Source: an optimization exercise on an open RTL-to-GDS flow (aim: small area). Production flows keep margins and buffers that such runs may drop. The RTL was checked by simulation tests, not by an equivalence proof against the original design.

`flow/config.mk`:
```
export PLATFORM = sky130hd
export DESIGN_NAME = IG
export DESIGN_NICKNAME = IG
export VERILOG_FILES = /design/flow/design.v
export SDC_FILE = /design/flow/constraint.sdc
export NUM_CORES = 4
export LEC_CHECK = 0
export CAP_MARGIN = 20
export CORE_MARGIN = 2
export CORE_UTILIZATION = 30
export SLEW_MARGIN = 20
```
`flow/run.sh`:
```
#!/bin/bash
# synth_recipe.tcl (not shown) runs the flow's synth.tcl, then flattens the netlist and writes it again
# the make line also repeats each setting of config.mk as NAME=value (left out here)
make -C /OpenROAD-flow-scripts/flow DESIGN_CONFIG=/design/flow/config.mk WORK_HOME=/design/flow/orfs CLKGATE_MAP_FILE= SYNTH_SCRIPT=/design/flow/synth_recipe.tcl finish
```
`flow/constraint.sdc`:
```
create_clock -name core_clock -period 10.0 [get_ports {clk}]
set_input_delay 2.0000 -clock core_clock [delete_from_list [all_inputs] [get_ports {clk}]]
set_output_delay 2.0000 -clock core_clock [all_outputs]
set_load 0.01 [all_outputs]
```
`flow/design.v`:
```
module IG(
	clk,
	rst,
	mode_w,
	datain,
	dataout,
	DCT_out,
	IDCT_out,
	state
);
input clk,rst,mode_w;
input [21:0] datain;
output [21:0] dataout;
output [11:0] DCT_out;
output [7:0] IDCT_out;
output [5:0] state;
wire [5:0] state_trans;      
wire [21:0] dataout_trans;   
wire [22:0] even_dru,odd_dru;  
wire [21:0] acfout,bdegout;   
wire [21:0] idruout,dataout_temp;  
reg mode;
assign state=state_trans;
assign dataout=dataout_temp;
assign DCT_out=dataout_temp[20:9]+dataout_temp[8];
assign IDCT_out=dataout_temp[13:6]+dataout_temp[5];
dru mydru(
	.datain(datain[21:10]),
	.datain_trans(dataout_trans),
	.rst(rst),
	.clk(clk),
	.mode(mode),
	.state(state_trans[2:0]),
	.even(even_dru),
	.odd(odd_dru)
);
acf myacf(
	.datain(even_dru),
	.clk(clk),
	.rst(rst),
	.mode(mode),
	.state(state_trans[2:0]),
	.dataout(acfout)
);
bdeg mybdeg(
	.datain(odd_dru),
	.clk(clk),
	.rst(rst),
	.mode(mode),
	.state(state_trans[2:0]),
	.dataout(bdegout)
);
idru myidru(
	.MUXA(acfout),
	.MUXB(bdegout),
	.rst(rst),
	.clk(clk),
	.mode(mode),
	.state(state_trans[2:0]),
	.out_2_trans(idruout),
	.out_2_port(dataout_temp)
);
transpose mytrans(
	clk,
	rst,
	state_trans,
	idruout,
	dataout_trans
);
state_counter mystate_counter(
	clk,
	rst,
	state_trans
);
always@(posedge clk or negedge rst)begin
	if (!rst)begin
		mode<=0;
	end
	else begin
		mode<=mode_w;
	end
end
endmodule
module state_counter(
	clk,
	rst,
	state
);
input clk,rst;
output [5:0] state;
reg [5:0] state;
wire [5:0] state_w;
assign state_w=state+6'b000001;
always@(posedge clk or negedge rst)begin
	if(!rst)begin
		state<=6'b000000;
	end
	else begin
		state<=state_w;
	end
end
endmodule
module transpose(
	clk,
	rst,
	state,
	datain,
	dataout
);
input clk,rst;
input [5:0] state;
input [21:0] datain;
output [21:0] dataout;
reg [21:0] dataout;
reg [21:0] pre [6:0];
reg [21:0] dl1 [6:0];
reg [21:0] dl2 [13:0];
reg [21:0] dl3 [27:0];
reg f64,f128;
wire [5:0] p1,p2,p3,ko,ki;
wire s1,s2,s3;
wire [21:0] x1,y1,y2,y3;
wire [6:0] d;
wire valid;
integer i;
assign p1=state-6'd18;
assign p2=state-6'd25;
assign p3=state-6'd39;
assign s1=!p1[0]&p1[3];
assign s2=!p2[1]&p2[4];
assign s3=!p3[2]&p3[5];
assign x1=pre[6];
assign y1=s1?x1:dl1[6];
assign y2=s2?y1:dl2[13];
assign y3=s3?y2:dl3[27];
assign ko=state-6'd3;
assign ki={ko[2:0],ko[5:3]};
assign d=7'd56+{1'b0,ko}-{1'b0,ki};
assign valid=f128|(f64?({1'b1,state}>=d):({1'b0,state}>=d));
always@(posedge clk)begin
	pre[0]<=datain;
	for(i=1;i<7;i=i+1) pre[i]<=pre[i-1];
	dl1[0]<=s1?dl1[6]:x1;
	for(i=1;i<7;i=i+1) dl1[i]<=dl1[i-1];
	dl2[0]<=s2?dl2[13]:y1;
	for(i=1;i<14;i=i+1) dl2[i]<=dl2[i-1];
	dl3[0]<=s3?dl3[27]:y2;
	for(i=1;i<28;i=i+1) dl3[i]<=dl3[i-1];
end
always@(posedge clk or negedge rst)begin
	if(!rst)begin
		f64<=1'b0;
		f128<=1'b0;
		dataout<=22'b0;
	end
	else begin
		f64<=f64|(state==6'd63);
		f128<=f128|(f64&(state==6'd63));
		dataout<=valid?y3:22'b0;
	end
end
endmodule
module dru(
	datain,
	datain_trans,
	rst,
	clk,
	mode,
	state,
	even,
	odd
);
input [11:0] datain;
input [21:0] datain_trans;
input clk,rst,mode;
input [2:0] state;
output [22:0] even,odd;
reg [11:0] datain_r;
reg [21:0] datain_trans_r;
reg [22:0] even,odd;
reg [21:0] lifo0,lifo1,lifo2,lifo3;
wire [2:0] state_fit;
wire [21:0] din,MUXA,MUXB;
wire [22:0] l3,mb,add,sub;
assign state_fit=state-3'b001;
assign din={datain_r,10'b0};
assign MUXA=state_fit[2]?datain_trans_r:din;
assign MUXB=state_fit[2]?din:datain_trans_r;
assign l3={lifo3[21],lifo3};
assign mb={MUXB[21],MUXB};
assign add=l3+mb;
assign sub=l3-mb;
always@(posedge clk or negedge rst)begin
	if(!rst)begin
		lifo0<=22'b0;
		lifo1<=22'b0;
		lifo2<=22'b0;
		lifo3<=22'b0;
		even<=23'b0;
		odd<=23'b0;
		datain_r<=12'b0;
		datain_trans_r<=22'b0;
	end
	else begin
		if(state_fit[1:0]==2'b00) lifo0<=MUXA;
		case(state_fit[1:0])
			2'b00: lifo1<=lifo0;
			2'b01: lifo1<=MUXA;
			default: ;
		endcase
		case(state_fit[1:0])
			2'b10: lifo2<=MUXA;
			2'b11: ;
			default: lifo2<=lifo1;
		endcase
		lifo3<=(state_fit[1:0]==2'b11)?MUXA:lifo2;
		if(mode)begin
			even<=state_fit[0]?l3:mb;
			odd<=state_fit[0]?mb:l3;
		end
		else begin
			even<=add;
			odd<=sub;
		end
		datain_r<=datain;
		datain_trans_r<=datain_trans;
	end
end
endmodule
module acf(
	datain,
	clk,
	rst,
	mode,  
	state,
	dataout
);
input [22:0] datain;
input clk,rst,mode;
input [2:0] state;
output [21:0] dataout;
wire [23:0] temp1,temp2,temp3,temp4,temp5,temp7,temp8,temp9,temp10,temp14;
reg [23:0] multa,multc,multf;
wire [2:0] state_fit;
wire [1:0] g;
reg [23:0] acc0_r,acc1_r,acc2_r,acc3_r;
reg [22:0] ds0,ds1,ds2,ds3;
reg [1:0] s0,s1,s2,s3;
reg n0,n1,n2,n3;
reg [23:0] o0,o1,o2,o3;
wire [23:0] sum0,sum1,sum2,sum3;
assign temp1={{2{datain[22]}},datain[22:1]};
assign temp2={{3{datain[22]}},datain[22:2]};
assign temp3={{4{datain[22]}},datain[22:3]};
assign temp4={{5{datain[22]}},datain[22:4]};
assign temp5={{6{datain[22]}},datain[22:5]};
assign temp7={{8{datain[22]}},datain[22:7]};
assign temp8={{9{datain[22]}},datain[22:8]};
assign temp9={{10{datain[22]}},datain[22:9]};
assign temp10={{11{datain[22]}},datain[22:10]};
assign temp14={{15{datain[22]}},datain[22:14]};
assign state_fit=state-3'b011;
assign g=state_fit[1:0];
always@(*)begin
	if(mode)begin
		case(g)
			2'd0: begin s0=0;n0=0; s1=0;n1=1; s2=0;n2=1; s3=0;n3=0; end
			2'd1: begin s0=1;n0=0; s1=2;n1=0; s2=2;n2=1; s3=1;n3=1; end
			2'd2: begin s0=2;n0=0; s1=1;n1=1; s2=1;n2=0; s3=2;n3=1; end
			default: begin s0=0;n0=0; s1=0;n1=0; s2=0;n2=0; s3=0;n3=0; end
		endcase
	end
	else begin
		case(g)
			2'd0: begin s0=0;n0=0; s1=1;n1=1; s2=0;n2=0; s3=2;n3=1; end
			2'd1: begin s0=0;n0=0; s1=2;n1=1; s2=0;n2=1; s3=1;n3=0; end
			2'd2: begin s0=0;n0=0; s1=2;n1=0; s2=0;n2=1; s3=1;n3=1; end
			default: begin s0=0;n0=0; s1=1;n1=0; s2=0;n2=0; s3=2;n3=0; end
		endcase
	end
	o0=(s0==2'd0)?multa:(s0==2'd1)?multc:multf;
	o1=(s1==2'd0)?multa:(s1==2'd1)?multc:multf;
	o2=(s2==2'd0)?multa:(s2==2'd1)?multc:multf;
	o3=(s3==2'd0)?multa:(s3==2'd1)?multc:multf;
end
assign sum0=acc0_r+(o0^{24{n0}})+n0;
assign sum1=acc1_r+(o1^{24{n1}})+n1;
assign sum2=acc2_r+(o2^{24{n2}})+n2;
assign sum3=acc3_r+(o3^{24{n3}})+n3;
assign dataout=ds0[22:1]+ds0[0];
always@(posedge clk or negedge rst)begin
	if(!rst)begin
		multa<=24'h0;
		multc<=24'h0;
		multf<=24'h0;
		acc0_r<=24'h0;
		acc1_r<=24'h0;
		acc2_r<=24'h0;
		acc3_r<=24'h0;
		ds0<=23'h0;
		ds1<=23'h0;
		ds2<=23'h0;
	end
	else begin
		multa<=temp2+temp4+temp5+temp7+temp9;
		multc<=temp1-temp5-temp7+temp10;
		multf<=temp3+temp4+temp8-temp14;
		if(g==2'd3)begin
			acc0_r<=24'h0;
			acc1_r<=24'h0;
			acc2_r<=24'h0;
			acc3_r<=24'h0;
			ds0<=sum0[23:1];
			ds1<=sum1[23:1];
			ds2<=sum2[23:1];
		end
		else begin
			acc0_r<=sum0;
			acc1_r<=sum1;
			acc2_r<=sum2;
			acc3_r<=sum3;
			ds0<=ds1;
			ds1<=ds2;
			ds2<=ds3;
		end
	end
end
always@(posedge clk)begin
	ds3<=sum3[23:1];
end
endmodule
module bdeg(
	datain,
	clk,
	rst,
	mode,  
	state,
	dataout
);
input [22:0] datain;
input clk,rst,mode;
input [2:0] state;
output [21:0] dataout;
wire [23:0] temp1,temp2,temp3,temp4,temp5,temp7,temp8,temp9,temp11,temp12,temp13;
reg [23:0] multb,multd,multe,multg;
wire [2:0] state_fit;
wire [1:0] g;
reg [23:0] acc0_r,acc1_r,acc2_r,acc3_r;
reg [22:0] ds0,ds1,ds2,ds3;
reg [1:0] s0,s1,s2,s3;
reg n0,n1,n2,n3;
reg [23:0] o0,o1,o2,o3;
wire [23:0] sum0,sum1,sum2,sum3;
assign temp1={{2{datain[22]}},datain[22:1]};
assign temp2={{3{datain[22]}},datain[22:2]};
assign temp3={{4{datain[22]}},datain[22:3]};
assign temp4={{5{datain[22]}},datain[22:4]};
assign temp5={{6{datain[22]}},datain[22:5]};
assign temp7={{8{datain[22]}},datain[22:7]};
assign temp8={{9{datain[22]}},datain[22:8]};
assign temp9={{10{datain[22]}},datain[22:9]};
assign temp11={{12{datain[22]}},datain[22:11]};
assign temp12={{13{datain[22]}},datain[22:12]};
assign temp13={{14{datain[22]}},datain[22:13]};
assign state_fit=state-3'b011;
assign g=state_fit[1:0];
always@(*)begin
	if(mode)begin
		case(g)
			2'd0: begin s0=1;n0=0; s1=3;n1=1; s2=0;n2=1; s3=2;n3=1; end
			2'd1: begin s0=2;n0=0; s1=0;n1=1; s2=3;n2=0; s3=1;n3=0; end
			2'd2: begin s0=0;n0=0; s1=1;n1=0; s2=2;n2=0; s3=3;n3=0; end
			default: begin s0=3;n0=0; s1=2;n1=1; s2=1;n2=0; s3=0;n3=1; end
		endcase
	end
	else begin
		case(g)
			2'd0: begin s0=3;n0=0; s1=2;n1=1; s2=1;n2=0; s3=0;n3=1; end
			2'd1: begin s0=2;n0=0; s1=0;n1=1; s2=3;n2=0; s3=1;n3=0; end
			2'd2: begin s0=1;n0=0; s1=3;n1=1; s2=0;n2=1; s3=2;n3=1; end
			default: begin s0=0;n0=0; s1=1;n1=0; s2=2;n2=0; s3=3;n3=0; end
		endcase
	end
	o0=(s0==2'd0)?multb:(s0==2'd1)?multd:(s0==2'd2)?multe:multg;
	o1=(s1==2'd0)?multb:(s1==2'd1)?multd:(s1==2'd2)?multe:multg;
	o2=(s2==2'd0)?multb:(s2==2'd1)?multd:(s2==2'd2)?multe:multg;
	o3=(s3==2'd0)?multb:(s3==2'd1)?multd:(s3==2'd2)?multe:multg;
end
assign sum0=acc0_r+(o0^{24{n0}})+n0;
assign sum1=acc1_r+(o1^{24{n1}})+n1;
assign sum2=acc2_r+(o2^{24{n2}})+n2;
assign sum3=acc3_r+(o3^{24{n3}})+n3;
assign dataout=ds0[22:1]+ds0[0];
always@(posedge clk or negedge rst)begin
	if(!rst)begin
		multb<=24'h0;
		multd<=24'h0;
		multe<=24'h0;
		multg<=24'h0;
		acc0_r<=24'h0;
		acc1_r<=24'h0;
		acc2_r<=24'h0;
		acc3_r<=24'h0;
		ds0<=23'h0;
		ds1<=23'h0;
		ds2<=23'h0;
	end
	else begin
		multb<=temp1-temp7-temp9+temp13;
		multd<=temp2+temp3+temp5+temp7+temp9-temp12;
		multe<=temp2+temp5-temp8+temp11;
		multg<=temp4+temp5+temp8-temp13;
		if(g==2'd3)begin
			acc0_r<=24'h0;
			acc1_r<=24'h0;
			acc2_r<=24'h0;
			acc3_r<=24'h0;
			ds0<=sum0[23:1];
			ds1<=sum1[23:1];
			ds2<=sum2[23:1];
		end
		else begin
			acc0_r<=sum0;
			acc1_r<=sum1;
			acc2_r<=sum2;
			acc3_r<=sum3;
			ds0<=ds1;
			ds1<=ds2;
			ds2<=ds3;
		end
	end
end
always@(posedge clk)begin
	ds3<=sum3[23:1];
end
endmodule
module idru(
	MUXA,
	MUXB,
	rst,
	clk,
	mode,  
	state,
	out_2_trans,
	out_2_port
);
input [21:0] MUXA,MUXB;
input clk,rst,mode;
input [2:0] state;
output [21:0] out_2_trans,out_2_port;
reg [21:0] q0,q1,q2,q3;
wire [21:0] add,sub,v,w,outnew;
wire [2:0] state_fit;
wire [1:0] g;
assign state_fit=state-3'b011;
assign g=state_fit[1:0];
assign add=MUXA+MUXB;
assign sub=MUXA-MUXB;
assign v=mode?sub:MUXA;
assign w=mode?sub:MUXB;
assign outnew=mode?add:(g==2'd0)?MUXA:(g==2'd2)?q1:q0;
assign out_2_trans=state_fit[2]?q3:outnew;
assign out_2_port=state_fit[2]?outnew:q3;
always@(posedge clk or negedge rst)begin
	if(!rst)begin
		q0<=22'b0;
		q1<=22'b0;
		q2<=22'b0;
		q3<=22'b0;
	end
	else begin
		q3<=(mode&&g==2'd3)?v:q2;
		if(g==2'd2) q2<=v;
		else if(!(mode&&g==2'd3)) q2<=q1;
		if(mode)begin
			if(g==2'd0) q1<=q0;
			else if(g==2'd1) q1<=v;
		end
		else begin
			case(g)
				2'd0: q1<=q0;
				2'd2: q1<=w;
				default: q1<=v;
			endcase
		end
		if(mode?(g==2'd0):(g!=2'd2)) q0<=w;
	end
end
endmodule
```
==> out/qor.yml, run 1 <==
detailed_routing:
  wl_um: 213000
  drc: 0
  viasPerCell: 4.73
  wl_met1_um: 99300
  highest_layer: "met5"
  vias: 58744
  antenna_left: 0
  firstDrtPassIters: 6
  wl_met2_um: 97400
  met3_length_um: 8830
  drt-wirelength-per-cell_um: 17.2
  drt-initial-drc-count: 4446
clock_tree:
  root_buffer: "clkbuf_16"
  clock_latency_ns: 0.88
  cts_hold_buffers: 0
  cts_setup_buffers: 0
  clockBufferDepth: 4
  post_cts_resized: 0
  htreeDepth: 4
  path_clk_slew_ns: 0.07
  clock-sinks: 2058
  cts_tree: "done"
  cts_buffers: 204
synthesis:
  synth_top_area_share_pct: 28.9
  synth-edff-count: 0
  yosys.area.top_type: "dfxtp_1"
  synthArstFlopShare_pct: 37.9
  yosysSeqAreaShare_pct: 51.0
  synth.most_common_cell: "dfxtp_1"
  synthesis.area_um2: 88400
  ys_warn_count: 11
  ys_types: 97
  synth_area_per_cell_um2: 10.7
  synth_ff_type: "dfxtp_1"
  synth_common_cells: "1278 x dfxtp_1, 780 x dfrtp_1, 701 x nand2_1"
  syn_inst: 8293
  synth.area.top_cells: "dfxtp_1 29%, dfrtp_1 22%, ha_1 6.8%"
  ys_ff_latch: 2058
timing:
  setup-violations-final: 0
  finalSetupTns_ns: 0
  rsz0062_at_grt: "no"
  finalCriticalPeriod_ns: 8.36
  fmax_mhz: 120
  slew_headroom_pct: 25.7
  worst_pin_slew_ns: 1.11
  finalCritPeriodShare_pct: 83.6
  final.setup_skew_ns: 0.0985
  drv_slew: 0
  finalHoldViolations: 0
critical_path:
  crit_type: "reg -> out"
  setup.worst_path.end_class: "primary output"
  worst_setup_path_start_kind: "register"
  worstPathArrival_ns: 6.36
  worstPathMaxFanout: 4
  ff2ff_setup_slack_ns: 2.87
  cp.required_ns: 8.00
floorplan:
  die_h_um: 547
  placementRows: 199
  dieArea_um2: 299000
  die_x_um: 547
  initial_core_util_pct: 30.1
  ios: 73
  core-area_um2: 294000
global_routing:
  overflow: 0
  antenna_found_initial: 7
  grt_start_max_net_pins: 176
  grt_pass1_wl_um: 337000
  grt.total_usage_pct: 14.1
  grt_pass1_vias: 59082
layout:
  fin_nets: 9127
  syn2layout_area_growth_pct: 13.9
  layout-drive-gt1-share_pct: 8.12
status:
  outcome: "timing/DRC/antenna clean"
place:
  gp_congestion: 0.894
  dp_hpwl_um: 151000
  portBuffers: 62
min_path:
  hp-class: "reg -> reg"
run:
  cap_violations: 0
==> per-stage QoR <==
stage | hold slack, ns | instances | cell area (µm²) | worst slack [ns] | utilization [%]
floorplan | 0.310 | 8293 | 88400 | 3.55 | -
global placement | 0.310 | 12040 | 93600 | 2.59 | 31.9
detailed placement | 0.312 | 12040 | 93600 | 2.58 | 31.9
CTS | 0.260 | 12408 | 101000 | 1.69 | 34.3
global route | 0.268 | 12408 | 101000 | 1.33 | 34.3
finish | 0.273 | 12411 | 101000 | 1.64 | 34.3
==> final cells by class <==
class                   instances  area (µm²)
flip-flops and latches       2058       45100
fillers                     28781      193000
repair buffers                135        1240
clock buffers                 287        6050
clock inverters                81        1070
diodes                          3        7.51
inverters                     548        2060
multi-input cells            5380       40300
well taps                    3919        4900
==> layout by cell type (no fill, tap or decap), drive strengths merged, types with 34 or more instances in the layout <==
| cell type | instances |
|---|---|
| dfxtp | 1278 |
| dfrtp | 780 |
| nand2 | 701 |
| nor2 | 563 |
| inv | 555 |
| a21oi | 517 |
| ha | 481 |
| o21ai | 386 |
| xnor2 | 384 |
| fa | 294 |
| clkbuf | 287 |
| and2 | 197 |
| mux2 | 165 |
| mux2i | 161 |
| xor2 | 141 |
| nand3 | 125 |
| nor3 | 124 |
| a31oi | 123 |
| a21o | 112 |
| a211oi | 104 |
| nor2b | 78 |
| buf | 74 |
| and3 | 71 |
| clkdlybuf4s50 | 61 |
| o21a | 55 |
| o22ai | 53 |
| o211ai | 53 |
| o21bai | 47 |
| or3 | 41 |
| nand2b | 40 |
| clkinv | 37 |
| a21boi | 36 |
| or2 | 34 |
==> state kept, by name, summed over array words and instances, names as in the netlist, 154 cells and up <==
signal / cells
mytrans.pre: 154
mytrans.dl3: 616
mytrans.dl1: 154
mytrans.dl2: 308
==> kinds of logic after synthesis <==
group	Yosys count	synth area share (%)
compound gates	1700	12.0
xor+xnor	525	5.22
fa+ha+maj	775	13.5
buf+inv	855	3.64
flops	2058	51.0
mux	329	4.00
simple gates	2051	10.7
==> final timing paths <==
kind | depth (start not counted) | from | to
max in group asynchronous | 3 | rst | myacf.multa[8]
max reg2reg | 24 | mystate_counter.state[1] | mybdeg.ds1[21]
min reg2reg | 0 | mytrans.pre[3][5] | mytrans.pre[4][5]
min | 0 | mytrans.pre[3][5] | mytrans.pre[4][5]
max | 19 | mybdeg.ds0[0] | dataout[21]
min in group asynchronous | 1 | rst | mydru.datain_trans_r[19]
==> worst max-delay path, cell delays in order (launching register included) <==
cell	delay, ns
dfrtp_1	0.37
ha_1	0.19
ha_1	0.22
nand2_1	0.14
nor2_1	0.15
xor2_1	0.45
ha_1	0.30
inv_1	0.10
nor2_1	0.14
nor2_1	0.09
a2111oi_4	0.43
o211ai_2	0.17
a211oi_2	0.36
o21ai_1	0.16
a22oi_1	0.43
a21oi_1	0.17
or4_1	0.40
and3_1	0.20
o21ai_1	0.43
clkdlybuf4s50_1	0.64
==> layer usage <==
layer  up-vias  track usage (%)
li1      28062                -
met1     28898             19.3
met2      1436             22.7
met3       346             1.74
met4         2             5.01
met5         -                0
==> inputs of run 2 (changes only) <==
--- a/flow/design.v
+++ b/flow/design.v
@@ -188,8 +188,8 @@
 assign MUXB=state_fit[2]?din:datain_trans_r;
 assign l3={lifo3[21],lifo3};
 assign mb={MUXB[21],MUXB};
-assign add=l3+mb;
-assign sub=l3-mb;
+cia #(.W(23),.B(8)) uadd(.a(l3),.b(mb),.ci(1'b0),.s(add));
+cia #(.W(23),.B(8)) usub(.a(l3),.b(~mb),.ci(1'b1),.s(sub));
 always@(posedge clk or negedge rst)begin
 	if(!rst)begin
 		lifo0<=22'b0;
@@ -244,7 +244,7 @@
 wire [2:0] state_fit;
 wire [1:0] g;
 reg [23:0] acc0_r,acc1_r,acc2_r,acc3_r;
-reg [22:0] ds0,ds1,ds2,ds3;
+reg [21:0] ds0,ds1,ds2,ds3;
 reg [1:0] s0,s1,s2,s3;
 reg n0,n1,n2,n3;
 reg [23:0] o0,o1,o2,o3;
@@ -259,6 +259,17 @@
 assign temp9={{10{datain[22]}},datain[22:9]};
 assign temp10={{11{datain[22]}},datain[22:10]};
 assign temp14={{15{datain[22]}},datain[22:14]};
+wire [23:0] ma,mc,mf,as1,ac1,as2,ac2,as3,ac3,cs1,cc1,cs2,cc2,fs1,fc1,fs2,fc2;
+csa ua1(.x(temp2),.y(temp4),.z(temp5),.cin(1'b0),.s(as1),.c(ac1));
+csa ua2(.x(as1),.y(ac1),.z(temp7),.cin(1'b0),.s(as2),.c(ac2));
+csa ua3(.x(as2),.y(ac2),.z(temp9),.cin(1'b0),.s(as3),.c(ac3));
+cia #(.W(24),.B(8)) uma(.a(as3),.b(ac3),.ci(1'b0),.s(ma));
+csa uc1(.x(temp1),.y(~temp5),.z(~temp7),.cin(1'b1),.s(cs1),.c(cc1));
+csa uc2(.x(cs1),.y(cc1),.z(temp10),.cin(1'b0),.s(cs2),.c(cc2));
+cia #(.W(24),.B(8)) umc(.a(cs2),.b(cc2),.ci(1'b1),.s(mc));
+csa uf1(.x(temp3),.y(temp4),.z(temp8),.cin(1'b0),.s(fs1),.c(fc1));
+csa uf2(.x(fs1),.y(fc1),.z(~temp14),.cin(1'b0),.s(fs2),.c(fc2));
+cia #(.W(24),.B(8)) umf(.a(fs2),.b(fc2),.ci(1'b1),.s(mf));
 assign state_fit=state-3'b011;
 assign g=state_fit[1:0];
 always@(*)begin
@@ -283,36 +294,36 @@
 	o2=(s2==2'd0)?multa:(s2==2'd1)?multc:multf;
 	o3=(s3==2'd0)?multa:(s3==2'd1)?multc:multf;
 end
-assign sum0=acc0_r+(o0^{24{n0}})+n0;
-assign sum1=acc1_r+(o1^{24{n1}})+n1;
-assign sum2=acc2_r+(o2^{24{n2}})+n2;
-assign sum3=acc3_r+(o3^{24{n3}})+n3;
-assign dataout=ds0[22:1]+ds0[0];
+cia #(.W(24),.B(6)) uacc0(.a(acc0_r),.b(o0^{24{n0}}),.ci(n0),.s(sum0));
+cia #(.W(24),.B(6)) uacc1(.a(acc1_r),.b(o1^{24{n1}}),.ci(n1),.s(sum1));
+cia #(.W(24),.B(6)) uacc2(.a(acc2_r),.b(o2^{24{n2}}),.ci(n2),.s(sum2));
+cia #(.W(24),.B(6)) uacc3(.a(acc3_r),.b(o3^{24{n3}}),.ci(n3),.s(sum3));
+assign dataout=ds0;
 always@(posedge clk or negedge rst)begin
 	if(!rst)begin
 		multa<=24'h0;
 		multc<=24'h0;
 		multf<=24'h0;
-		acc0_r<=24'h0;
-		acc1_r<=24'h0;
-		acc2_r<=24'h0;
-		acc3_r<=24'h0;
-		ds0<=23'h0;
-		ds1<=23'h0;
-		ds2<=23'h0;
+		acc0_r<=24'h2;
+		acc1_r<=24'h2;
+		acc2_r<=24'h2;
+		acc3_r<=24'h2;
+		ds0<=22'h0;
+		ds1<=22'h0;
+		ds2<=22'h0;
 	end
 	else begin
-		multa<=temp2+temp4+temp5+temp7+temp9;
-		multc<=temp1-temp5-temp7+temp10;
-		multf<=temp3+temp4+temp8-temp14;
+		multa<=ma;
+		multc<=mc;
+		multf<=mf;
 		if(g==2'd3)begin
-			acc0_r<=24'h0;
-			acc1_r<=24'h0;
-			acc2_r<=24'h0;
-			acc3_r<=24'h0;
-			ds0<=sum0[23:1];
-			ds1<=sum1[23:1];
-			ds2<=sum2[23:1];
+			acc0_r<=24'h2;
+			acc1_r<=24'h2;
+			acc2_r<=24'h2;
+			acc3_r<=24'h2;
+			ds0<=sum0[23:2];
+			ds1<=sum1[23:2];
+			ds2<=sum2[23:2];
 		end
 		else begin
 			acc0_r<=sum0;
@@ -326,7 +337,7 @@
 	end
 end
 always@(posedge clk)begin
-	ds3<=sum3[23:1];
+	ds3<=sum3[23:2];
 end
 endmodule
 module bdeg(
@@ -346,7 +357,7 @@
 wire [2:0] state_fit;
 wire [1:0] g;
 reg [23:0] acc0_r,acc1_r,acc2_r,acc3_r;
-reg [22:0] ds0,ds1,ds2,ds3;
+reg [21:0] ds0,ds1,ds2,ds3;
 reg [1:0] s0,s1,s2,s3;
 reg n0,n1,n2,n3;
 reg [23:0] o0,o1,o2,o3;
@@ -362,6 +373,21 @@
 assign temp11={{12{datain[22]}},datain[22:11]};
 assign temp12={{13{datain[22]}},datain[22:12]};
 assign temp13={{14{datain[22]}},datain[22:13]};
+wire [23:0] mb,md,me,mg,bs1,bc1,bs2,bc2,ds1_,dc1_,ds2_,dc2_,ds3_,dc3_,ds4_,dc4_,es1,ec1,es2,ec2,gs1,gc1,gs2,gc2;
+csa ub1(.x(temp1),.y(~temp7),.z(~temp9),.cin(1'b1),.s(bs1),.c(bc1));
+csa ub2(.x(bs1),.y(bc1),.z(temp13),.cin(1'b0),.s(bs2),.c(bc2));
+cia #(.W(24),.B(8)) umb(.a(bs2),.b(bc2),.ci(1'b1),.s(mb));
+csa ud1(.x(temp2),.y(temp3),.z(temp5),.cin(1'b0),.s(ds1_),.c(dc1_));
+csa ud2(.x(temp7),.y(temp9),.z(~temp12),.cin(1'b0),.s(ds2_),.c(dc2_));
+csa ud3(.x(ds1_),.y(dc1_),.z(ds2_),.cin(1'b0),.s(ds3_),.c(dc3_));
+csa ud4(.x(ds3_),.y(dc3_),.z(dc2_),.cin(1'b0),.s(ds4_),.c(dc4_));
+cia #(.W(24),.B(8)) umd(.a(ds4_),.b(dc4_),.ci(1'b1),.s(md));
+csa ue1(.x(temp2),.y(temp5),.z(~temp8),.cin(1'b0),.s(es1),.c(ec1));
+csa ue2(.x(es1),.y(ec1),.z(temp11),.cin(1'b0),.s(es2),.c(ec2));
+cia #(.W(24),.B(8)) ume(.a(es2),.b(ec2),.ci(1'b1),.s(me));
+csa ug1(.x(temp4),.y(temp5),.z(temp8),.cin(1'b0),.s(gs1),.c(gc1));
+csa ug2(.x(gs1),.y(gc1),.z(~temp13),.cin(1'b0),.s(gs2),.c(gc2));
+cia #(.W(24),.B(8)) umg(.a(gs2),.b(gc2),.ci(1'b1),.s(mg));
 assign state_fit=state-3'b011;
 assign g=state_fit[1:0];
 always@(*)begin
@@ -386,38 +412,38 @@
 	o2=(s2==2'd0)?multb:(s2==2'd1)?multd:(s2==2'd2)?multe:multg;
 	o3=(s3==2'd0)?multb:(s3==2'd1)?multd:(s3==2'd2)?multe:multg;
 end
-assign sum0=acc0_r+(o0^{24{n0}})+n0;
-assign sum1=acc1_r+(o1^{24{n1}})+n1;
-assign sum2=acc2_r+(o2^{24{n2}})+n2;
-assign sum3=acc3_r+(o3^{24{n3}})+n3;
-assign dataout=ds0[22:1]+ds0[0];
+cia #(.W(24),.B(6)) uacc0(.a(acc0_r),.b(o0^{24{n0}}),.ci(n0),.s(sum0));
+cia #(.W(24),.B(6)) uacc1(.a(acc1_r),.b(o1^{24{n1}}),.ci(n1),.s(sum1));
+cia #(.W(24),.B(6)) uacc2(.a(acc2_r),.b(o2^{24{n2}}),.ci(n2),.s(sum2));
+cia #(.W(24),.B(6)) uacc3(.a(acc3_r),.b(o3^{24{n3}}),.ci(n3),.s(sum3));
+assign dataout=ds0;
 always@(posedge clk or negedge rst)begin
 	if(!rst)begin
 		multb<=24'h0;
 		multd<=24'h0;
 		multe<=24'h0;
 		multg<=24'h0;
-		acc0_r<=24'h0;
-		acc1_r<=24'h0;
-		acc2_r<=24'h0;
-		acc3_r<=24'h0;
-		ds0<=23'h0;
-		ds1<=23'h0;
-		ds2<=23'h0;
+		acc0_r<=24'h2;
+		acc1_r<=24'h2;
+		acc2_r<=24'h2;
+		acc3_r<=24'h2;
+		ds0<=22'h0;
+		ds1<=22'h0;
+		ds2<=22'h0;
 	end
 	else begin
-		multb<=temp1-temp7-temp9+temp13;
-		multd<=temp2+temp3+temp5+temp7+temp9-temp12;
-		multe<=temp2+temp5-temp8+temp11;
-		multg<=temp4+temp5+temp8-temp13;
+		multb<=mb;
+		multd<=md;
+		multe<=me;
+		multg<=mg;
 		if(g==2'd3)begin
-			acc0_r<=24'h0;
-			acc1_r<=24'h0;
-			acc2_r<=24'h0;
-			acc3_r<=24'h0;
-			ds0<=sum0[23:1];
-			ds1<=sum1[23:1];
-			ds2<=sum2[23:1];
+			acc0_r<=24'h2;
+			acc1_r<=24'h2;
+			acc2_r<=24'h2;
+			acc3_r<=24'h2;
+			ds0<=sum0[23:2];
+			ds1<=sum1[23:2];
+			ds2<=sum2[23:2];
 		end
 		else begin
 			acc0_r<=sum0;
@@ -431,7 +457,7 @@
 	end
 end
 always@(posedge clk)begin
-	ds3<=sum3[23:1];
+	ds3<=sum3[23:2];
 end
 endmodule
 module idru(
@@ -487,3 +513,60 @@
 	end
 end
 endmodule
+module cia #(parameter W=24, parameter B=6) (
+	input [W-1:0] a,
+	input [W-1:0] b,
+	input ci,
+	output [W-1:0] s
+);
+localparam N=(W+B-1)/B;
+wire [W-1:0] t;
+wire [W-1:0] cin;    
+wire [W-1:0] cout;
+wire [W-1:0] iin;    
+wire [N:0] cb;       
+genvar i,k;
+generate
+	for(i=0;i<W;i=i+1)begin: bits
+		if(i==0) begin: b0
+			assign cin[i]=ci;
+			assign iin[i]=1'b0;
+		end
+		else if(i%B==0) begin: first
+			assign cin[i]=1'b0;
+			assign iin[i]=cb[i/B];
+		end
+		else begin: rest
+			assign cin[i]=cout[i-1];
+			assign iin[i]=iin[i-1]&t[i-1];
+		end
+		assign t[i]=a[i]^b[i]^cin[i];
+		assign cout[i]=(a[i]&b[i])|(cin[i]&(a[i]^b[i]));
+		assign s[i]=t[i]^iin[i];
+	end
+	assign cb[0]=ci;
+	for(k=0;k<N;k=k+1)begin: blocks
+		localparam LO=k*B;
+		localparam HI=(k*B+B>W)?W:k*B+B;
+		if(k==0) begin: bk0
+			assign cb[1]=cout[HI-1];
+		end
+		else begin: bk
+			assign cb[k+1]=cout[HI-1]|(cb[k]&(&t[HI-1:LO]));
+		end
+	end
+endgenerate
+endmodule
+module csa #(parameter W=24) (
+	input [W-1:0] x,
+	input [W-1:0] y,
+	input [W-1:0] z,
+	input cin,
+	output [W-1:0] s,
+	output [W-1:0] c
+);
+wire [W-1:0] m;
+assign s=x^y^z;
+assign m=(x&y)|(x&z)|(y&z);
+assign c={m[W-2:0],cin};
+endmodule
--- a/flow/config.mk
+++ b/flow/config.mk
@@ -7,5 +7,7 @@
 export LEC_CHECK = 0
 export CAP_MARGIN = 20
 export CORE_MARGIN = 2
-export CORE_UTILIZATION = 30
+export CORE_UTILIZATION = 45
+export CTS_BUF_LIST = sky130_fd_sc_hd__clkbuf_8
+export CTS_CLUSTER_SIZE = 30
 export SLEW_MARGIN = 20
==> run 2 against run 1 <==
Clock-buffer cell count rose by 131. First-iteration DRC count shrank 15%. Synthesized cell count fell by 15%. Critical path depth shrank 5. Wire length decreased by 8.3%. Hold slack lost 0.019 ns. Die area fell by 36%. Via count is 15% lower. Non-clock buffer count is 18 higher. Global-route usage up 6.7 points. Critical path type unchanged.
==> out/qor.yml, run 2 <==
clock_tree:
  cts_buffers: 333
  htreeDepth: 5
  cts_tree: "done"
  clock-sinks: 2050
  post_cts_resized: 0
  clockBufferDepth: 4
  clock_latency_ns: 1.02
  cts_setup_buffers: 0
  cts_hold_buffers: 0
  root_buffer: "clkbuf_8"
  path_clk_slew_ns: 0.06
synthesis:
  syn_inst: 7057
  synthesis.area_um2: 84500
  synth_common_cells: "1276 x dfxtp_1, 766 x dfrtp_1, 580 x fa_1"
  synthArstFlopShare_pct: 37.8
  synth_top_area_share_pct: 30.2
  synth_area_per_cell_um2: 12.0
  yosysSeqAreaShare_pct: 53.2
  synth.most_common_cell: "dfxtp_1"
  synth-edff-count: 0
  yosys.area.top_type: "dfxtp_1"
  synth.area.top_cells: "dfxtp_1 30%, dfrtp_1 23%, fa_1 14%"
  ys_types: 93
  synth_ff_type: "dfxtp_1"
  ys_ff_latch: 2050
  ys_warn_count: 11
layout:
  largestRegisters: "mytrans.dl3: 616 flops, mytrans.dl2: 308 flops"
  fin_nets: 8238
  layout_common_cells: "1276 x dfxtp_1, 763 x dfrtp_1, 678 x inv_1, 580 x fa_1, 504 x nand2_1"
  syn2layout_area_growth_pct: 12.2
  top_register: "mytrans.dl3"
  layout-drive-gt1-share_pct: 11.4
  final_common_cell: "dfxtp_1"
  largest_register_ffs: 616
floorplan:
  die_x_um: 437
  dieArea_um2: 191000
  core-area_um2: 187000
  ios: 73
  placementRows: 159
  die_h_um: 437
  initial_core_util_pct: 45.1
detailed_routing:
  wl_um: 195000
  drc: 0
  drt-wirelength-per-cell_um: 19.6
  firstDrtPassIters: 6
  viasPerCell: 5.02
  drt-initial-drc-count: 3763
  vias: 50047
  antenna_left: 0
critical_path:
  cp_slowest_cell: "nor3b_1"
  cp.required_ns: 8.00
  crit_chain: "buf_4, ha_2, xnor2_2, buf_4, inv_2, buf_4, a221o_1, ha_1, ha_1, nor3b_1, nand3_1, nand4b_1, xnor2_1, clkdlybuf4s50_1"
  cpLargestDelayFamily: "buffers and inverters"
  worst_setup_path_start_kind: "register"
  setup.worst_path.end_class: "primary output"
  worstPathMaxFanout: 64
  crit_type: "reg -> out"
  path_buf_inv: 5
  path_common_cell: "buf_4"
  critical-path-max-stage-delay_ns: 0.67
  worstPathArrival_ns: 6.80
global_routing:
  grt_start_max_net_pins: 162
  antenna_found_initial: 12
  grt_pass1_wl_um: 305000
  grt_pass1_vias: 50959
  grt.total_usage_pct: 20.7
  overflow: 0
place:
  dp_hpwl_um: 138000
  place_ws_ns: 1.37
  portBuffers: 62
  gp_congestion: 0.896
timing:
  fmax_mhz: 114
  finalCriticalPeriod_ns: 8.80
  drv_slew: 0
  finalCritPeriodShare_pct: 88.0
  final.setup_skew_ns: 0.112
  worst_pin_slew_ns: 1.18
  slew_headroom_pct: 20.9
  rsz0062_at_grt: "no"
  setup-violations-final: 0
  finalHoldViolations: 0
  finalSetupTns_ns: 0
  fin_ws_ns: 1.20
run:
  cap_violations: 0
min_path:
  hp-class: "reg -> reg"
status:
  outcome: "timing/DRC/antenna clean"
## run 2: changes by cell type after synthesis, sizes merged, moves of 70 or more
cell	delta
a21oi	-126
ha	-72
nand2	-193
xnor2	-159
xor2	-70
a21o	-90
fa	+286
nor2b	+119
nor2	-192
o21ai	-114
nor3	-76
and2	-175
## run 2: cell type report
cell class	count	area, µm²
repair buffers	153	1360
multi-input cells	4104	36300
clock buffers	418	5750
flip-flops and latches	2050	44900
diodes	10	25.0
fillers	16280	92400
clock inverters	163	1130
well taps	2495	3120
inverters	582	2190
## run 2: per-layer routing
layer	GRT usage, %	up-vias	wire length, µm
met5	0	-	41
met4	6.05	6	4830
met3	3.59	305	9710
met2	32.0	1247	89400
met1	29.9	25006	91300
li1	-	23483	-
## run 2: through the flow
| stage | hold slack, ns | area (µm²) | util, % | instances |
|---|---|---|---|---|
| final | 0.253 | 94800 | 50.6 | 9975 |
| after detailed placement | 0.312 | 87900 | 46.9 | 9384 |
| after global routing | 0.253 | 94800 | 50.6 | 9968 |
| after CTS | 0.254 | 94800 | 50.6 | 9965 |
| after floorplan | 0.310 | 84500 | - | 7058 |
| after global placement | 0.310 | 87900 | 46.9 | 9384 |
## run 2: worst paths after layout
check	startpoint	end	slack, ns	cells after the start
worst max-delay path	mystate_counter.state[0]	DCT_out[10]	1.20	14
worst min register to register	mytrans.dl1[5][10]	mytrans.dl1[6][10]	0.25	0
min in group asynchronous	rst	mybdeg.acc0_r[18]	1.01	1
worst min-delay path	mytrans.dl1[5][10]	mytrans.dl1[6][10]	0.25	0
worst max register to register	mystate_counter.state[0]	myacf.ds1[21]	1.27	28
max in group asynchronous	rst	myacf.acc1_r[20]	6.71	3
## run 2: logic make-up after synthesis
family,Yosys count,synth area share (%)
flops,2050,53.2
mux,410,5.21
compound gates,1055,7.37
xor+xnor,296,3.07
buf+inv,904,4.06
other cells,2,0.00889
fa+ha+maj,989,19.8
simple gates,1351,7.31
==> inputs of run 3 (changes only) <==
--- a/flow/config.mk
+++ b/flow/config.mk
@@ -7,7 +7,5 @@
 export LEC_CHECK = 0
 export CAP_MARGIN = 20
 export CORE_MARGIN = 2
-export CORE_UTILIZATION = 45
-export CTS_BUF_LIST = sky130_fd_sc_hd__clkbuf_8
-export CTS_CLUSTER_SIZE = 30
+export CORE_UTILIZATION = 30
 export SLEW_MARGIN = 20
==> run 3 against run 2 <==
Still clean on timing, DRC and antenna. Flip-flop and latch count unchanged. Utilization is 16 points lower. Final cell count rose by 10%. Synthesized cell count unchanged. Clock skew fell by 0.0074 ns. Die area up 49%. Critical path depth up 13. Cell area is 1.9% higher. Highest routed layer unchanged.
==> out/qor.yml, run 3 <==
layout:
  fill_cells: 27222
  layout-drive-gt1-share_pct: 9.83
  final_cells: 10992
  largestRegisters: "mytrans.dl3: 616 flops, mytrans.dl2: 308 flops"
  post-route-util_pct: 34.5
  fin_nets: 8107
  top_register: "mytrans.dl3"
  final_common_cell: "dfxtp_1"
  layout_common_cells: "1276 x dfxtp_1, 762 x dfrtp_1, 580 x fa_1, 573 x inv_1, 504 x nand2_1"
  syn2layout_area_growth_pct: 14.3
  largest_register_ffs: 616
floorplan:
  ios: 73
  die_x_um: 535
  die_h_um: 535
  initial_core_util_pct: 30.2
  placementRows: 194
  dieArea_um2: 286000
  core-area_um2: 280000
synthesis:
  synthMuxAreaShare_pct: 5.21
  syn_inst: 7057
  ys_warn_count: 11
  yosysSeqAreaShare_pct: 53.2
  ys_types: 93
  synth_adder_area_share_pct: 19.8
  synth-simple-area-share_pct: 7.31
  ys_ff_latch: 2050
  synth.most_common_cell: "dfxtp_1"
  synth_area_per_cell_um2: 12.0
  synthXorXnorAreaFrac_pct: 3.07
  synthArstFlopShare_pct: 37.8
  synth-compound-area-share_pct: 7.37
  synth_common_cells: "1276 x dfxtp_1, 766 x dfrtp_1, 580 x fa_1"
  yosys.area.top_type: "dfxtp_1"
  synth.area.top_cells: "dfxtp_1 30%, dfrtp_1 23%, fa_1 14%"
  synthesis.area_um2: 84500
  synth_top_family_by_area: "adder cells"
  synth-edff-count: 0
  synth_top_area_share_pct: 30.2
  synth_ff_type: "dfxtp_1"
status:
  outcome: "timing/DRC/antenna clean"
timing:
  whs_ns: 0.261
  finalCritPeriodShare_pct: 83.0
  fmax_mhz: 121
  rsz0062_at_grt: "no"
  worst_pin_slew_ns: 1.03
  finalHoldViolations: 0
  finalSetupTns_ns: 0
  final.setup_skew_ns: 0.105
  finalCriticalPeriod_ns: 8.30
  drv_slew: 0
  slew_headroom_pct: 30.4
  setup-violations-final: 0
detailed_routing:
  antenna_left: 0
  drc: 0
  vias: 49706
  wl_um: 191000
  drt-wirelength-per-cell_um: 17.4
  firstDrtPassIters: 8
  drt-initial-drc-count: 3685
  viasPerCell: 4.52
place:
  portBuffers: 62
  gp_congestion: 0.896
  dp_hpwl_um: 135000
  dp.cells: 10620
clock_tree:
  clock-sinks: 2050
  clockBufferDepth: 3
  cts_setup_buffers: 0
  cts_buffers: 195
  cts_hold_buffers: 0
  root_buffer: "clkbuf_16"
  cts_tree: "done"
  htreeDepth: 4
  post_cts_resized: 0
  clock_latency_ns: 0.87
  path_clk_slew_ns: 0.06
critical_path:
  cpLargestDelayFamily: "adder cells"
  worstPathMaxFanout: 9
  cp.required_ns: 10.76
  path_common_cell: "fa_1"
  path_buf_inv: 5
  worst_setup_path_start_kind: "register"
  crit_type: "reg -> reg"
  critical-path-max-stage-delay_ns: 0.67
  worstPathArrival_ns: 9.06
  cp_slowest_cell: "dfrtp_1"
  setup.worst_path.end_class: "register"
global_routing:
  grt_pass1_vias: 51920
  antenna_found_initial: 7
  grt_pass1_wl_um: 304000
  grt.total_usage_pct: 13.5
  overflow: 0
  grt_start_max_net_pins: 182
min_path:
  hp-class: "reg -> reg"
run:
  cap_violations: 0
run 3: cell counts after synthesis:
No cell type changed its count.
run 3: path summary, 6_finish.rpt:
kind / start / end / slack [ns] / cells after the start
setup reg to reg: mydru.odd[11] / mybdeg.multd[23] / 1.70 / 27
hold / removal: mytrans.dl3[15][2] / mytrans.dl3[16][2] / 0.26 / 0
setup / recovery: mydru.odd[11] / mybdeg.multd[23] / 1.70 / 27
max in group asynchronous: rst / mystate_counter.state[0] / 6.59 / 3
min in group asynchronous: rst / mydru.lifo0[5] / 1.22 / 1
hold reg to reg: mytrans.dl3[15][2] / mytrans.dl3[16][2] / 0.26 / 0
run 3: layer usage:
metal / GRT usage [%] / wire length, µm
met5: 0 / 13
met4: 4.66 / 6300
met3: 2.06 / 9220
met2: 21.5 / 88200
met1: 18.6 / 87700
run 3: logic make-up after synthesis:
| group | count (synthesis) |
|---|---|
| flip-flops | 2050 |
| adder cells (fa/ha/maj) | 989 |
| XOR/XNOR | 296 |
| AO/OA/AOI/OAI | 1055 |
| multiplexers | 410 |
| other | 2 |
| AND/OR/NAND/NOR | 1351 |
| buffers and inverters | 904 |
run 3: stage by stage:
stage | worst slack, ns | cell area, µm²
after floorplan | 2.35 | 84500
after global placement | 1.77 | 89500
after detailed placement | 1.68 | 89500
after CTS | 1.67 | 96600
after global routing | 1.29 | 96600
final | 1.70 | 96600
run 3: cell type report:
type / instances / area (µm²) / share of cell area (%)
inverters: 582 / 2190 / 2.26
well taps: 3724 / 4660 / 4.83
clock buffers: 278 / 5720 / 5.92
repair buffers: 160 / 1420 / 1.47
flip-flops and latches: 2050 / 44900 / 46.5
clock inverters: 91 / 1350 / 1.40
diodes: 3 / 7.51 / 0.00777
multi-input cells: 4104 / 36300 / 37.6
==> inputs of run 4 (changes only) <==
--- a/flow/design.v
+++ b/flow/design.v
@@ -19,12 +19,17 @@
 wire [22:0] even_dru,odd_dru;  
 wire [21:0] acfout,bdegout;   
 wire [21:0] idruout,dataout_temp;  
+wire [21:0] addsum,subsum;   
 reg mode;
 assign state=state_trans;
 assign dataout=dataout_temp;
 assign DCT_out=dataout_temp[20:9]+dataout_temp[8];
 assign IDCT_out=dataout_temp[13:6]+dataout_temp[5];
 dru mydru(
+	.opa(acfout),
+	.opb(bdegout),
+	.addsum(addsum),
+	.subsum(subsum),
 	.datain(datain[21:10]),
 	.datain_trans(dataout_trans),
 	.rst(rst),
@@ -53,6 +58,8 @@
 idru myidru(
 	.MUXA(acfout),
 	.MUXB(bdegout),
+	.add(addsum),
+	.sub(subsum),
 	.rst(rst),
 	.clk(clk),
 	.mode(mode),
@@ -161,6 +168,10 @@
 end
 endmodule
 module dru(
+	opa,
+	opb,
+	addsum,
+	subsum,
 	datain,
 	datain_trans,
 	rst,
@@ -170,6 +181,8 @@
 	even,
 	odd
 );
+input [21:0] opa,opb;
+output [21:0] addsum,subsum;
 input [11:0] datain;
 input [21:0] datain_trans;
 input clk,rst,mode;
@@ -181,15 +194,19 @@
 reg [21:0] lifo0,lifo1,lifo2,lifo3;
 wire [2:0] state_fit;
 wire [21:0] din,MUXA,MUXB;
-wire [22:0] l3,mb,add,sub;
+wire [22:0] l3,mb,add,sub,x,y;
 assign state_fit=state-3'b001;
 assign din={datain_r,10'b0};
 assign MUXA=state_fit[2]?datain_trans_r:din;
 assign MUXB=state_fit[2]?din:datain_trans_r;
 assign l3={lifo3[21],lifo3};
 assign mb={MUXB[21],MUXB};
-cia #(.W(23),.B(8)) uadd(.a(l3),.b(mb),.ci(1'b0),.s(add));
-cia #(.W(23),.B(8)) usub(.a(l3),.b(~mb),.ci(1'b1),.s(sub));
+assign x=mode?{opa[21],opa}:l3;
+assign y=mode?{opb[21],opb}:mb;
+cia #(.W(23),.B(6)) uadd(.a(x),.b(y),.ci(1'b0),.s(add));
+cia #(.W(23),.B(6)) usub(.a(x),.b(~y),.ci(1'b1),.s(sub));
+assign addsum=add[21:0];
+assign subsum=sub[21:0];
 always@(posedge clk or negedge rst)begin
 	if(!rst)begin
 		lifo0<=22'b0;
@@ -199,7 +216,6 @@
 		even<=23'b0;
 		odd<=23'b0;
 		datain_r<=12'b0;
-		datain_trans_r<=22'b0;
 	end
 	else begin
 		if(state_fit[1:0]==2'b00) lifo0<=MUXA;
@@ -223,9 +239,11 @@
 			odd<=sub;
 		end
 		datain_r<=datain;
-		datain_trans_r<=datain_trans;
 	end
 end
+always@(posedge clk)begin
+	datain_trans_r<=datain_trans;
+end
 endmodule
 module acf(
 	datain,
@@ -245,9 +263,7 @@
 wire [1:0] g;
 reg [23:0] acc0_r,acc1_r,acc2_r,acc3_r;
 reg [21:0] ds0,ds1,ds2,ds3;
-reg [1:0] s0,s1,s2,s3;
-reg n0,n1,n2,n3;
-reg [23:0] o0,o1,o2,o3;
+wire [23:0] o0,o1,o2,o3;
 wire [23:0] sum0,sum1,sum2,sum3;
 assign temp1={{2{datain[22]}},datain[22:1]};
 assign temp2={{3{datain[22]}},datain[22:2]};
@@ -272,27 +288,35 @@
 cia #(.W(24),.B(8)) umf(.a(fs2),.b(fc2),.ci(1'b1),.s(mf));
 assign state_fit=state-3'b011;
 assign g=state_fit[1:0];
+reg n0,n1,n2,n3;
+wire swap,sa0,sa1;
+wire [23:0] x,y;
+assign swap=mode?(g==2'd2):(g==2'd0||g==2'd3);
+assign x=swap?multf:multc;
+assign y=swap?multc:multf;
+assign sa0=!(mode&&(g==2'd1||g==2'd2));
+assign sa1=mode&&(g==2'd0||g==2'd3);
+assign o0=sa0?multa:x;
+assign o1=sa1?multa:y;
+assign o2=sa0?multa:y;
+assign o3=sa1?multa:x;
 always@(*)begin
 	if(mode)begin
 		case(g)
-			2'd0: begin s0=0;n0=0; s1=0;n1=1; s2=0;n2=1; s3=0;n3=0; end
-			2'd1: begin s0=1;n0=0; s1=2;n1=0; s2=2;n2=1; s3=1;n3=1; end
-			2'd2: begin s0=2;n0=0; s1=1;n1=1; s2=1;n2=0; s3=2;n3=1; end
-			default: begin s0=0;n0=0; s1=0;n1=0; s2=0;n2=0; s3=0;n3=0; end
+			2'd0: begin n0=0; n1=1; n2=1; n3=0; end
+			2'd1: begin n0=0; n1=0; n2=1; n3=1; end
+			2'd2: begin n0=0; n1=1; n2=0; n3=1; end
+			default: begin n0=0; n1=0; n2=0; n3=0; end
 		endcase
 	end
 	else begin
 		case(g)
-			2'd0: begin s0=0;n0=0; s1=1;n1=1; s2=0;n2=0; s3=2;n3=1; end
-			2'd1: begin s0=0;n0=0; s1=2;n1=1; s2=0;n2=1; s3=1;n3=0; end
-			2'd2: begin s0=0;n0=0; s1=2;n1=0; s2=0;n2=1; s3=1;n3=1; end
-			default: begin s0=0;n0=0; s1=1;n1=0; s2=0;n2=0; s3=2;n3=0; end
+			2'd0: begin n0=0; n1=1; n2=0; n3=1; end
+			2'd1: begin n0=0; n1=1; n2=1; n3=0; end
+			2'd2: begin n0=0; n1=0; n2=1; n3=1; end
+			default: begin n0=0; n1=0; n2=0; n3=0; end
 		endcase
 	end
-	o0=(s0==2'd0)?multa:(s0==2'd1)?multc:multf;
-	o1=(s1==2'd0)?multa:(s1==2'd1)?multc:multf;
-	o2=(s2==2'd0)?multa:(s2==2'd1)?multc:multf;
-	o3=(s3==2'd0)?multa:(s3==2'd1)?multc:multf;
 end
 cia #(.W(24),.B(6)) uacc0(.a(acc0_r),.b(o0^{24{n0}}),.ci(n0),.s(sum0));
 cia #(.W(24),.B(6)) uacc1(.a(acc1_r),.b(o1^{24{n1}}),.ci(n1),.s(sum1));
@@ -301,9 +325,6 @@
 assign dataout=ds0;
 always@(posedge clk or negedge rst)begin
 	if(!rst)begin
-		multa<=24'h0;
-		multc<=24'h0;
-		multf<=24'h0;
 		acc0_r<=24'h2;
 		acc1_r<=24'h2;
 		acc2_r<=24'h2;
@@ -313,9 +334,6 @@
 		ds2<=22'h0;
 	end
 	else begin
-		multa<=ma;
-		multc<=mc;
-		multf<=mf;
 		if(g==2'd3)begin
 			acc0_r<=24'h2;
 			acc1_r<=24'h2;
@@ -338,6 +356,9 @@
 end
 always@(posedge clk)begin
 	ds3<=sum3[23:2];
+	multa<=ma;
+	multc<=mc;
+	multf<=mf;
 end
 endmodule
 module bdeg(
@@ -358,9 +379,7 @@
 wire [1:0] g;
 reg [23:0] acc0_r,acc1_r,acc2_r,acc3_r;
 reg [21:0] ds0,ds1,ds2,ds3;
-reg [1:0] s0,s1,s2,s3;
-reg n0,n1,n2,n3;
-reg [23:0] o0,o1,o2,o3;
+wire [23:0] o0,o1,o2,o3;
 wire [23:0] sum0,sum1,sum2,sum3;
 assign temp1={{2{datain[22]}},datain[22:1]};
 assign temp2={{3{datain[22]}},datain[22:2]};
@@ -390,27 +409,38 @@
 cia #(.W(24),.B(8)) umg(.a(gs2),.b(gc2),.ci(1'b1),.s(mg));
 assign state_fit=state-3'b011;
 assign g=state_fit[1:0];
+reg n0,n1,n2,n3;
+reg [1:0] k;
+wire [23:0] u0,u1,u2,u3,r0,r1,r2,r3;
+assign u0=k[1]?multg:multb;
+assign u1=k[1]?multd:multe;
+assign u2=k[1]?multb:multg;
+assign u3=k[1]?multe:multd;
+assign r0=k[0]?u1:u0;
+assign r1=k[0]?u2:u1;
+assign r2=k[0]?u3:u2;
+assign r3=k[0]?u0:u3;
+assign o0=r0;
+assign o1=r3;
+assign o2=r1;
+assign o3=r2;
 always@(*)begin
 	if(mode)begin
 		case(g)
-			2'd0: begin s0=1;n0=0; s1=3;n1=1; s2=0;n2=1; s3=2;n3=1; end
-			2'd1: begin s0=2;n0=0; s1=0;n1=1; s2=3;n2=0; s3=1;n3=0; end
-			2'd2: begin s0=0;n0=0; s1=1;n1=0; s2=2;n2=0; s3=3;n3=0; end
-			default: begin s0=3;n0=0; s1=2;n1=1; s2=1;n2=0; s3=0;n3=1; end
+			2'd0: begin k=2'd3; n0=0; n1=1; n2=1; n3=1; end
+			2'd1: begin k=2'd1; n0=0; n1=1; n2=0; n3=0; end
+			2'd2: begin k=2'd0; n0=0; n1=0; n2=0; n3=0; end
+			default: begin k=2'd2; n0=0; n1=1; n2=0; n3=1; end
 		endcase
 	end
 	else begin
 		case(g)
-			2'd0: begin s0=3;n0=0; s1=2;n1=1; s2=1;n2=0; s3=0;n3=1; end
-			2'd1: begin s0=2;n0=0; s1=0;n1=1; s2=3;n2=0; s3=1;n3=0; end
-			2'd2: begin s0=1;n0=0; s1=3;n1=1; s2=0;n2=1; s3=2;n3=1; end
-			default: begin s0=0;n0=0; s1=1;n1=0; s2=2;n2=0; s3=3;n3=0; end
+			2'd0: begin k=2'd2; n0=0; n1=1; n2=0; n3=1; end
+			2'd1: begin k=2'd1; n0=0; n1=1; n2=0; n3=0; end
+			2'd2: begin k=2'd3; n0=0; n1=1; n2=1; n3=1; end
+			default: begin k=2'd0; n0=0; n1=0; n2=0; n3=0; end
 		endcase
 	end
-	o0=(s0==2'd0)?multb:(s0==2'd1)?multd:(s0==2'd2)?multe:multg;
-	o1=(s1==2'd0)?multb:(s1==2'd1)?multd:(s1==2'd2)?multe:multg;
-	o2=(s2==2'd0)?multb:(s2==2'd1)?multd:(s2==2'd2)?multe:multg;
-	o3=(s3==2'd0)?multb:(s3==2'd1)?multd:(s3==2'd2)?multe:multg;
 end
 cia #(.W(24),.B(6)) uacc0(.a(acc0_r),.b(o0^{24{n0}}),.ci(n0),.s(sum0));
 cia #(.W(24),.B(6)) uacc1(.a(acc1_r),.b(o1^{24{n1}}),.ci(n1),.s(sum1));
@@ -419,10 +449,6 @@
 assign dataout=ds0;
 always@(posedge clk or negedge rst)begin
 	if(!rst)begin
-		multb<=24'h0;
-		multd<=24'h0;
-		multe<=24'h0;
-		multg<=24'h0;
 		acc0_r<=24'h2;
 		acc1_r<=24'h2;
 		acc2_r<=24'h2;
@@ -432,10 +458,6 @@
 		ds2<=22'h0;
 	end
 	else begin
-		multb<=mb;
-		multd<=md;
-		multe<=me;
-		multg<=mg;
 		if(g==2'd3)begin
 			acc0_r<=24'h2;
 			acc1_r<=24'h2;
@@ -458,11 +480,17 @@
 end
 always@(posedge clk)begin
 	ds3<=sum3[23:2];
+	multb<=mb;
+	multd<=md;
+	multe<=me;
+	multg<=mg;
 end
 endmodule
 module idru(
 	MUXA,
 	MUXB,
+	add,
+	sub,
 	rst,
 	clk,
 	mode,  
@@ -470,18 +498,16 @@
 	out_2_trans,
 	out_2_port
 );
-input [21:0] MUXA,MUXB;
+input [21:0] MUXA,MUXB,add,sub;
 input clk,rst,mode;
 input [2:0] state;
 output [21:0] out_2_trans,out_2_port;
 reg [21:0] q0,q1,q2,q3;
-wire [21:0] add,sub,v,w,outnew;
+wire [21:0] v,w,outnew;
 wire [2:0] state_fit;
 wire [1:0] g;
 assign state_fit=state-3'b011;
 assign g=state_fit[1:0];
-assign add=MUXA+MUXB;
-assign sub=MUXA-MUXB;
 assign v=mode?sub:MUXA;
 assign w=mode?sub:MUXB;
 assign outnew=mode?add:(g==2'd0)?MUXA:(g==2'd2)?q1:q0;
--- a/flow/config.mk
+++ b/flow/config.mk
@@ -7,5 +7,8 @@
 export LEC_CHECK = 0
 export CAP_MARGIN = 20
 export CORE_MARGIN = 2
-export CORE_UTILIZATION = 30
+export CORE_UTILIZATION = 45
+export CTS_BUF_LIST = sky130_fd_sc_hd__clkbuf_16
+export CTS_CLUSTER_DIAMETER = 100
+export CTS_CLUSTER_SIZE = 25
 export SLEW_MARGIN = 20
==> run 4 against run 3 <==
Utilization is 14 points higher. Worst setup slack worse by 1.3 ns. Die area is 36% lower. Still clean on timing, DRC and antenna. Critical endpoint is now DCT_out[11]. Via count is 15% lower. Critical path type is now reg -> out. First-iteration DRC count is 24% lower. Critical path depth is 1 higher. Flip-flop and latch count stayed put.
==> out/qor.yml, run 4 <==
critical_path:
  ff2ff_setup_slack_ns: 1.80
  critical-path-max-stage-delay_ns: 0.55
  r2r_cells: 27
  worstPathArrival_ns: 7.55
  setup.worst_path.end_class: "primary output"
  path_common_cell: "ha_1"
  cp_slowest_cell: "clkdlybuf4s50_1"
  worstPathMaxFanout: 4
  crit_type: "reg -> out"
  crit_start: "mystate_counter.state[0]"
  cp.required_ns: 8.00
  worst_setup_path_start_kind: "register"
  rr_startpoint: "mydru.odd[11]"
  r2r-end: "mybdeg.multd[23]"
layout:
  syn2layout_area_growth_pct: 7.76
  layout_common_cells: "1463 x dfxtp_1, 576 x dfrtp_1, 575 x fa_1, 534 x inv_1, 367 x ha_1"
  top_register: "mytrans.dl3"
  largest_register_ffs: 616
  largestRegisters: "mytrans.dl3: 616 flops, mytrans.dl2: 308 flops"
  final_common_cell: "dfxtp_1"
  layout-drive-gt1-share_pct: 8.32
  final_cells: 8642
  fin_nets: 7222
synthesis:
  synth_area_per_cell_um2: 12.9
  synth-edff-count: 0
  synth_top_area_share_pct: 36.5
  synth.most_common_cell: "dfxtp_1"
  synthArstFlopShare_pct: 28.6
  ys_warn_count: 11
  yosysSeqAreaShare_pct: 54.8
  ys_ff_latch: 2050
  yosys.area.top_type: "dfxtp_1"
  syn_inst: 6242
  ys_types: 80
  synth_ff_type: "dfxtp_1"
  synth.area.top_cells: "dfxtp_1 36%, dfrtp_1 18%, fa_1 14%"
  synth_common_cells: "1463 x dfxtp_1, 579 x dfrtp_1, 575 x fa_1"
  synthesis.area_um2: 80300
detailed_routing:
  drt-wirelength-per-cell_um: 19.6
  drc: 0
  wl_um: 169000
  viasPerCell: 4.91
  vias: 42462
  drt-initial-drc-count: 2806
  firstDrtPassIters: 8
  antenna_left: 0
place:
  dp.cells: 8488
  dp_hpwl_um: 123000
  gp_congestion: 0.934
  portBuffers: 62
floorplan:
  ios: 73
  core-area_um2: 177000
  die_h_um: 426
  dieArea_um2: 182000
  die_x_um: 426
  initial_core_util_pct: 45.4
  placementRows: 154
clock_tree:
  cts_buffers: 95
  path_clk_slew_ns: 0.10
  clock-sinks: 2050
  root_buffer: "clkbuf_16"
  htreeDepth: 3
  cts_tree: "done"
  clockBufferDepth: 3
  clock_latency_ns: 0.79
timing:
  rsz0062_at_grt: "no"
  finalCriticalPeriod_ns: 9.55
  setup-violations-final: 0
  drv_slew: 0
  finalHoldViolations: 0
  whs_ns: 0.288
  worst_pin_slew_ns: 1.16
  fmax_mhz: 105
  final.setup_skew_ns: 0.0740
  finalCritPeriodShare_pct: 95.5
  finalSetupTns_ns: 0
  slew_headroom_pct: 22.2
min_path:
  min_to: "mytrans.dl1[5][12]"
  hp-class: "reg -> reg"
  hold_path.startpoint: "mytrans.dl1[4][12]"
  min_delay_path_depth: 0
global_routing:
  grt_pass1_vias: 44143
  overflow: 0
  antenna_found_initial: 10
  grt.total_usage_pct: 19.1
  grt_pass1_wl_um: 265000
  grt_start_max_net_pins: 134
run:
  cap_violations: 0
status:
  outcome: "timing/DRC/antenna clean"
-- run 4: changes by cell type in the layout (fill, tap and decap cells not counted), moves of 41 or more --
| cell | delta |
|---|---|
| nor2_1 | -52 |
| clkbuf_16 | -103 |
| nor3_1 | -42 |
| dfxtp_1 | +187 |
| nand3_1 | -64 |
| a21oi_1 | -116 |
| o21ai_0 | -60 |
| nand2_1 | -201 |
| dfrtp_1 | -186 |
| o22ai_1 | -93 |
| mux2i_1 | +41 |
| clkbuf_8 | -44 |
-- run 4: stage by stage --
stage / utilization, % / cell area [µm²] / setup WS [ns]
after floorplan: - / 80300 / 0.829
after global placement: 47.3 / 83600 / 0.895
after detailed placement: 47.3 / 83600 / 0.832
after CTS: 48.9 / 86400 / 0.0357
after global routing: 48.9 / 86500 / 0.00193
final: 48.9 / 86500 / 0.452
-- run 4: final cells by class --
class,instances,area [µm²]
fill,15446,90200
timing repair buffer,160,1420
multi-input combinational,3435,33400
sequential,2050,44000
clock buffer,96,2400
antenna,2,5.00
tap,2340,2930
clock inverter,52,419
inverter,507,1900
-- run 4: metal layers --
layer	wire (µm)	part of all wire, %	vias to the layer above	GRT usage (%)
met3	6370	3.8	222	2.46
met4	5600	3.3	4	6.28
met5	23	0.014	-	0
met1	79000	47	21344	27.0
li1	-	-	20222	-
met2	78300	46	670	30.5
-- run 4: worst max-delay path by stage --
stage / to / slack [ns] / cells past startpoint
finish: DCT_out[11] / 0.45 / 28
floorplan: DCT_out[11] / 0.83 / 28
global route: DCT_out[11] / 0.002 / 28
CTS: DCT_out[11] / 0.04 / 25
global placement: DCT_out[11] / 0.89 / 29
detailed placement: DCT_out[11] / 0.83 / 24
-- run 4: repair_timing --
item,in CTS,in global routing
pin swaps,0,2
buffers inserted,0,4
hold buffers,0,0
resized for setup,1,4
setup endpoints to repair,1,5
-- run 4: worst max-delay path, delay by kind of cell (launching register included) --
kind            cells  cell delay (ns)
simple gates        3             0.55
buf+inv             6             1.07
flops               1             0.37
fa+ha+maj          12             3.09
xor+xnor            3             0.66
compound gates      4             1.04
-- run 4: kinds of logic after synthesis --
kind of cell / count (synthesis) / synth area share, %
mux: 503 / 7.01
flops: 2050 / 54.8
compound gates: 756 / 5.65
buf+inv: 758 / 3.83
fa+ha+maj: 948 / 20.2
xor+xnor: 263 / 2.88
simple gates: 962 / 5.65
other cells: 2 / 0.00936

-- re-timing with driven ports --
In the flow no input, the clock included, has a driving cell. The finished layouts below were timed again as built, in two steps. Step 1: set_driving_cell puts a clkbuf_16 on clk and a buf_2 on each other input, an assumption about the parent block. Step 2 adds t to the input delays and takes it off the output delays; t is the mean of the earliest and latest rising clock arrival at the registers after step 1. Input paths then give back, and output paths get back, about the clock's delay inside the block. Three values: no drivers, after step 1, after step 2; two values: the first two.
run | shift t [ns] | slack for setup (ns) | worst setup path after step 2 | worst register clock-pin slew, ns
run 1 | 0.917 | 1.642 / 1.551 / 2.468 | register to output | 0.07 / 0.07
run 2 | 1.049 | 1.196 / 1.118 / 1.271 | register to register | 0.07 / 0.07
run 3 | 0.914 | 1.704 / 1.704 / 1.704 | register to register | 0.07 / 0.07
run 4 | 0.836 | 0.452 / 0.365 / 1.201 | register to output | 0.11 / 0.11
After both steps every run listed still meets setup and hold.
